Background: an optimization exercise with open tools, aiming at a short achievable clock period and few clock cycles. Do not read the settings as production practice.
Function was checked by simulation only, so behaviour that the tests miss may differ from the original.
No activity file was given, so power comes from the tool's default toggle rates.

// PMIPSL0
module PMIPSL0(
	imemaddr,	 
	dmemaddr,	 
	dmemwdata,	 
	dmemwrite,	 
	dmemread,	 
	clock,
	imemrdata,	 
	dmemrdata,	 
	reset		 
	);
==> flow/config.mk <==
export PLATFORM = sky130hd
export DESIGN_NAME = PMIPSL0
export DESIGN_NICKNAME = PMIPSL0
export VERILOG_FILES = /design/flow/design.v
export SDC_FILE = /design/flow/constraint.sdc
export NUM_CORES = 4
export LEC_CHECK = 0
export ABC_CLOCK_PERIOD_IN_PS = 2000
export CAP_MARGIN = 20
export CORE_MARGIN = 2
export CORE_UTILIZATION = 40
export PLACE_DENSITY = 0.6
export SLEW_MARGIN = 20
export TNS_END_PERCENT = 100
==> flow/constraint.sdc <==
create_clock -name core_clock -period 8.0 [get_ports {clock}]
set_input_delay 1.6000 -clock core_clock [delete_from_list [all_inputs] [get_ports {clock}]]
set_output_delay 1.6000 -clock core_clock [all_outputs]
set_load 0.01 [all_outputs]
standard.sh (not shown) runs the stock make flow with config.mk's settings and CLKGATE_MAP_FILE= SYNTH_SCRIPT=/design/flow/synth_recipe.tcl, a recipe that flattens the netlist after the stock synthesis.
==> flow/flow/run.sh <==
#!/bin/bash
# Standard ORFS layout, with timing repair aimed below the real clock period
# (the SDC is unchanged; only repair_timing's setup margin is larger).
set -euo pipefail
MARGIN=${MARGIN:-5.6}
bash standard.sh SETUP_SLACK_MARGIN=$MARGIN TNS_END_PERCENT=100 finish > standard_flow.log 2>&1
The first run completed without violations.
Testbench counts at the start, summed over its fixed seeds: cycles 110,208.
Edit:
==> flow/run.sh (new file) <==
#!/bin/bash
# synth_recipe.tcl (not shown) runs the flow's synth.tcl, then flattens the netlist and writes it again
# the make line also repeats each setting of config.mk as NAME=value (left out here)
make -C /OpenROAD-flow-scripts/flow DESIGN_CONFIG=/design/flow/config.mk WORK_HOME=/design/flow/orfs CLKGATE_MAP_FILE= SYNTH_SCRIPT=/design/flow/synth_recipe.tcl finish
- SETUP_SLACK_MARGIN: default -> 5
removed: flow/flow/run.sh
removed: flow/standard.sh
After rerunning: The changed run went through all stages and came out clean. Wire length goes down by 9.2%. Synthesized area is unchanged. Synthesized cell count stays the same. Setup slack gets worse by 31 ps. Total power shrinks by 6.1%. Clock-buffer cell count rises by 3. Hold slack barely changes.

---

job 9252:
Another version of the RTL of PMIPSL0 (not shown whole).
For scale: roughly 1700 cells after synthesis, about 430 flip-flops.
export LEC_CHECK = 0
export ABC_CLOCK_PERIOD_IN_PS = 2000
export CAP_MARGIN = 20
export CORE_MARGIN = 2
export CORE_UTILIZATION = 40
export PLACE_DENSITY = 0.6
export SLEW_MARGIN = 20
export TNS_END_PERCENT = 100
create_clock -name core_clock -period 8.0 [get_ports {clock}]
==> flow/flow/run.sh <==
#!/bin/bash
# Standard ORFS layout (the standard.sh) with two changes to how it is
# made, none to the constraints (the SDC is the standard flow's, unchanged):
#  - timing repair aims below the real clock period (a larger setup margin);
#  - slow wide OR/NOR cells, and the adder and majority cells, are added to
#    the platform's don't-use list, so synthesis and repair build that logic
#    (adders included) from faster gates.
set -euo pipefail
PLATFORM_DONT_USE="sky130_fd_sc_hd__probe_p_8 sky130_fd_sc_hd__probec_p_8
 sky130_fd_sc_hd__lpflow_bleeder_1
 sky130_fd_sc_hd__lpflow_clkbufkapwr_1 sky130_fd_sc_hd__lpflow_clkbufkapwr_16
 sky130_fd_sc_hd__lpflow_clkbufkapwr_2 sky130_fd_sc_hd__lpflow_clkbufkapwr_4
 sky130_fd_sc_hd__lpflow_clkbufkapwr_8
 sky130_fd_sc_hd__lpflow_clkinvkapwr_1 sky130_fd_sc_hd__lpflow_clkinvkapwr_16
 sky130_fd_sc_hd__lpflow_clkinvkapwr_2 sky130_fd_sc_hd__lpflow_clkinvkapwr_4
 sky130_fd_sc_hd__lpflow_clkinvkapwr_8
 sky130_fd_sc_hd__lpflow_decapkapwr_12 sky130_fd_sc_hd__lpflow_decapkapwr_3
 sky130_fd_sc_hd__lpflow_decapkapwr_4 sky130_fd_sc_hd__lpflow_decapkapwr_6
 sky130_fd_sc_hd__lpflow_decapkapwr_8
 sky130_fd_sc_hd__lpflow_inputiso0n_1 sky130_fd_sc_hd__lpflow_inputiso0p_1
 sky130_fd_sc_hd__lpflow_inputiso1n_1 sky130_fd_sc_hd__lpflow_inputiso1p_1
 sky130_fd_sc_hd__lpflow_inputisolatch_1
 sky130_fd_sc_hd__lpflow_isobufsrc_1 sky130_fd_sc_hd__lpflow_isobufsrc_16
 sky130_fd_sc_hd__lpflow_isobufsrc_2 sky130_fd_sc_hd__lpflow_isobufsrc_4
 sky130_fd_sc_hd__lpflow_isobufsrc_8 sky130_fd_sc_hd__lpflow_isobufsrckapwr_16
 sky130_fd_sc_hd__lpflow_lsbuf_lh_hl_isowell_tap_1
 sky130_fd_sc_hd__lpflow_lsbuf_lh_hl_isowell_tap_2
 sky130_fd_sc_hd__lpflow_lsbuf_lh_hl_isowell_tap_4
 sky130_fd_sc_hd__lpflow_lsbuf_lh_isowell_4
 sky130_fd_sc_hd__lpflow_lsbuf_lh_isowell_tap_1
 sky130_fd_sc_hd__lpflow_lsbuf_lh_isowell_tap_2
 sky130_fd_sc_hd__lpflow_lsbuf_lh_isowell_tap_4"
SLOW="sky130_fd_sc_hd__or4_1 sky130_fd_sc_hd__or4_2 sky130_fd_sc_hd__or4_4
 sky130_fd_sc_hd__or4b_1 sky130_fd_sc_hd__or4b_2 sky130_fd_sc_hd__or4b_4
 sky130_fd_sc_hd__or4bb_1 sky130_fd_sc_hd__or4bb_2 sky130_fd_sc_hd__or4bb_4
 sky130_fd_sc_hd__nor4_1 sky130_fd_sc_hd__nor4_2 sky130_fd_sc_hd__nor4_4
 sky130_fd_sc_hd__nor4b_1 sky130_fd_sc_hd__nor4b_2 sky130_fd_sc_hd__nor4b_4
 sky130_fd_sc_hd__nor4bb_1 sky130_fd_sc_hd__nor4bb_2 sky130_fd_sc_hd__nor4bb_4
 sky130_fd_sc_hd__o41a_1 sky130_fd_sc_hd__o41a_2 sky130_fd_sc_hd__o41a_4
 sky130_fd_sc_hd__o41ai_1 sky130_fd_sc_hd__o41ai_2 sky130_fd_sc_hd__o41ai_4
 sky130_fd_sc_hd__fa_1 sky130_fd_sc_hd__fa_2 sky130_fd_sc_hd__fa_4
 sky130_fd_sc_hd__ha_1 sky130_fd_sc_hd__ha_2 sky130_fd_sc_hd__ha_4
 sky130_fd_sc_hd__maj3_1 sky130_fd_sc_hd__maj3_2 sky130_fd_sc_hd__maj3_4"
DONT_USE=$(echo $PLATFORM_DONT_USE $SLOW)
bash standard.sh SETUP_SLACK_MARGIN=5.3 TNS_END_PERCENT=100 \
  "DONT_USE_CELLS=$DONT_USE" finish > standard_flow.log 2>&1
Job 9252: all stages complete, timing, DRC and antenna checks passed
Testbench counts of job 9252, summed over its fixed seeds: cycles 110,368.
Modified inputs, job 2339 compared to job 9252
diff --git a/flow/flow/run.sh b/flow/flow/run.sh
--- a/flow/flow/run.sh
+++ b/flow/flow/run.sh
@@ -43,4 +43,4 @@
  sky130_fd_sc_hd__maj3_1 sky130_fd_sc_hd__maj3_2 sky130_fd_sc_hd__maj3_4"
 DONT_USE=$(echo $PLATFORM_DONT_USE $SLOW)
-bash standard.sh SETUP_SLACK_MARGIN=5.3 TNS_END_PERCENT=100 \
+bash standard.sh SETUP_SLACK_MARGIN=5.4 TNS_END_PERCENT=100 \
   "DONT_USE_CELLS=$DONT_USE" finish > standard_flow.log 2>&1
Post-route standard cell area excluding fillers on job 2339 is behind job 9252.
Job 2339 against job 9252: share of cell area taken by muxes after synthesis closely matched the old numbers; worst max-slew margin expressed relative to the limit went up; overall global routing resource usage climbed 0.64 points.
Comparing job 9252 with job 2339, the wire length on met1 came out essentially unchanged.
Going from job 9252 to job 2339, via count of the first global-routing pass grows by 444.
Buffer count excluding the clock tree in the final layout: job 2339 vs job 9252 up 44
Job 2339 vs job 9252 on filler-free cell count of the finished design: job 2339 is the higher one.
[job 2339 vs job 9252] core utilization: higher in job 2339
The inputs of job 3737 differ from those of job 2339 as listed below.
diff --git a/flow/flow/run.sh b/flow/flow/run.sh
--- a/flow/flow/run.sh
+++ b/flow/flow/run.sh
@@ -43,4 +43,4 @@
  sky130_fd_sc_hd__maj3_1 sky130_fd_sc_hd__maj3_2 sky130_fd_sc_hd__maj3_4"
 DONT_USE=$(echo $PLATFORM_DONT_USE $SLOW)
-bash standard.sh SETUP_SLACK_MARGIN=5.4 TNS_END_PERCENT=100 \
+bash standard.sh SETUP_SLACK_MARGIN=5.6 TNS_END_PERCENT=100 \
   "DONT_USE_CELLS=$DONT_USE" finish > standard_flow.log 2>&1
### Flow results
Job 3737 went all the way through synthesis, placement and routing and the layout is clean on timing, DRC and antenna.
Transition time of the tightest slew-check pin down 0.12 ns in job 3737 wrt job 2339
Taking job 2339 as the reference point, the non-clock buffer count of job 3737 rises by 104.
On combinational share of power: job 3737 sits above job 2339.
Compared to job 2339, job 3737 has maximum number of pins on one net before global-route repair about 4.6% higher.
Sort job 2339 and job 3737 by met1 track utilization from global routing asc -> top: job 2339
[inputs] job 2445 vs job 3737
diff --git a/flow/flow/run.sh b/flow/flow/run.sh
--- a/flow/flow/run.sh
+++ b/flow/flow/run.sh
@@ -5,5 +5,7 @@
 #  - slow wide OR/NOR cells, and the adder and majority cells, are added to
 #    the platform's don't-use list, so synthesis and repair build that logic
-#    (adders included) from faster gates.
+#    (adders included) from faster gates;
+#  - the port buffers are a plain buffer cell, and resizing may change a
+#    cell's footprint.
 set -euo pipefail
 PLATFORM_DONT_USE="sky130_fd_sc_hd__probe_p_8 sky130_fd_sc_hd__probec_p_8
@@ -44,3 +46,5 @@
 DONT_USE=$(echo $PLATFORM_DONT_USE $SLOW)
 bash standard.sh SETUP_SLACK_MARGIN=5.6 TNS_END_PERCENT=100 \
-  "DONT_USE_CELLS=$DONT_USE" finish > standard_flow.log 2>&1
+  "DONT_USE_CELLS=$DONT_USE" \
+  "BUFFER_PORTS_ARGS=-buffer_cell sky130_fd_sc_hd__buf_4" MATCH_CELL_FOOTPRINT=0 \
+  finish > standard_flow.log 2>&1
- For the sum of routed wire segments on met1, job 2445 came in 3.8% lower than job 3737 did.
- Detailed-route wire length, job 3737 and job 2445: lower on job 2445
- ~same number of hold-repair buffers added at the cts stage in job 3737 and job 2445
- As of job 2445, global-route wire length before repair had fallen slightly compared to job 3737.
- Run comparison: job 2445 slowest cell on the critical path sky130_fd_sc_hd__a311oi_2; job 3737 slowest cell on the critical path sky130_fd_sc_hd__a311o_1
- On count of pins on the block boundary, job 3737 tracks job 2445 almost exactly.
## Diff of input files: job 4904 against job 2445
diff --git a/flow/flow/run.sh b/flow/flow/run.sh
--- a/flow/flow/run.sh
+++ b/flow/flow/run.sh
@@ -3,9 +3,6 @@
 # made, none to the constraints (the SDC is the standard flow's, unchanged):
 #  - timing repair aims below the real clock period (a larger setup margin);
-#  - slow wide OR/NOR cells, and the adder and majority cells, are added to
-#    the platform's don't-use list, so synthesis and repair build that logic
-#    (adders included) from faster gates;
-#  - the port buffers are a plain buffer cell, and resizing may change a
-#    cell's footprint.
+#  - slow wide OR/NOR cells are added to the platform's don't-use list, so
+#    synthesis and repair build that logic from faster cells.
 set -euo pipefail
 PLATFORM_DONT_USE="sky130_fd_sc_hd__probe_p_8 sky130_fd_sc_hd__probec_p_8
@@ -40,11 +37,6 @@
  sky130_fd_sc_hd__nor4bb_1 sky130_fd_sc_hd__nor4bb_2 sky130_fd_sc_hd__nor4bb_4
  sky130_fd_sc_hd__o41a_1 sky130_fd_sc_hd__o41a_2 sky130_fd_sc_hd__o41a_4
- sky130_fd_sc_hd__o41ai_1 sky130_fd_sc_hd__o41ai_2 sky130_fd_sc_hd__o41ai_4
- sky130_fd_sc_hd__fa_1 sky130_fd_sc_hd__fa_2 sky130_fd_sc_hd__fa_4
- sky130_fd_sc_hd__ha_1 sky130_fd_sc_hd__ha_2 sky130_fd_sc_hd__ha_4
- sky130_fd_sc_hd__maj3_1 sky130_fd_sc_hd__maj3_2 sky130_fd_sc_hd__maj3_4"
+ sky130_fd_sc_hd__o41ai_1 sky130_fd_sc_hd__o41ai_2 sky130_fd_sc_hd__o41ai_4"
 DONT_USE=$(echo $PLATFORM_DONT_USE $SLOW)
 bash standard.sh SETUP_SLACK_MARGIN=5.6 TNS_END_PERCENT=100 \
-  "DONT_USE_CELLS=$DONT_USE" \
-  "BUFFER_PORTS_ARGS=-buffer_cell sky130_fd_sc_hd__buf_4" MATCH_CELL_FOOTPRINT=0 \
-  finish > standard_flow.log 2>&1
+  "DONT_USE_CELLS=$DONT_USE" finish > standard_flow.log 2>&1
In summary, job 4904 completed successfully, with a layout that passed the timing, design-rule and antenna checks.
Relative to job 2445, the starting density of the core of job 4904 is lower by 0.40 points.
Diff job 2445 and job 4904: die area lower in job 4904
Job 4904 reports a lower share of final-layout standard cells stronger than drive strength 1 than job 2445 does.
Job 4904 vs. job 2445: static power due to leakage went up by about 0.47%.
Summary of job 4904 over job 2445: time the worst path needs with I/O delays and setup saw an increase, power essentially unchanged.
Delta (job 4904 minus job 2445): reported net switching power now sits lower, setup slack now sits lower, post-layout instance area now sits lower.

-- separate check: timing with driven ports --
The results above use ideal ports. As a check the final layouts listed here were re-extracted and re-timed, cells and wires unchanged.
Step 1, drivers: a clkbuf_16 drives clock and a buf_2 each remaining input, both assumed.
Step 2 also shifts input and output timing later by t, the mid clock arrival at the registers, as if the neighbouring blocks saw the same clock.
Slacks: no drivers / after step 1 / after step 2; pairs: no drivers / after step 1.
| run | shift t [ns] | setup WS [ns] | hold WS [ns] | worst register clock-pin slew, ns | cell pins on the clock port's net |
|---|---|---|---|---|---|
| the first run of note 1 | 0.578 | 4.884 / 4.902 / 4.324 | 0.393 / 0.393 / 0.393 | 0.06 / 0.06 | 1 |
| the second run of note 1 | 0.565 | 4.853 / 4.798 / 4.364 | 0.394 / 0.394 / 0.394 | 0.06 / 0.06 | 1 |
| job 9252 | 0.653 | 5.225 / 5.239 / 4.593 | 0.324 / 0.324 / 0.324 | 0.07 / 0.07 | 1 |
| job 2339 | 0.634 | 5.345 / 5.290 / 4.778 | 0.324 / 0.324 / 0.324 | 0.07 / 0.07 | 1 |
| job 3737 | 0.631 | 5.318 / 5.283 / 4.711 | 0.325 / 0.325 / 0.325 | 0.07 / 0.07 | 1 |
| job 2445 | 0.641 | 5.291 / 5.273 / 4.673 | 0.326 / 0.326 / 0.326 | 0.07 / 0.07 | 1 |
| job 4904 | 0.630 | 5.187 / 5.187 / 4.654 | 0.327 / 0.327 / 0.327 | 0.06 / 0.06 | 1 |
After both steps every run listed still meets setup and hold. For job 9252, which loses most, drivers alone change the setup slack by +0.014 ns; drivers and shift together by -0.632 ns.
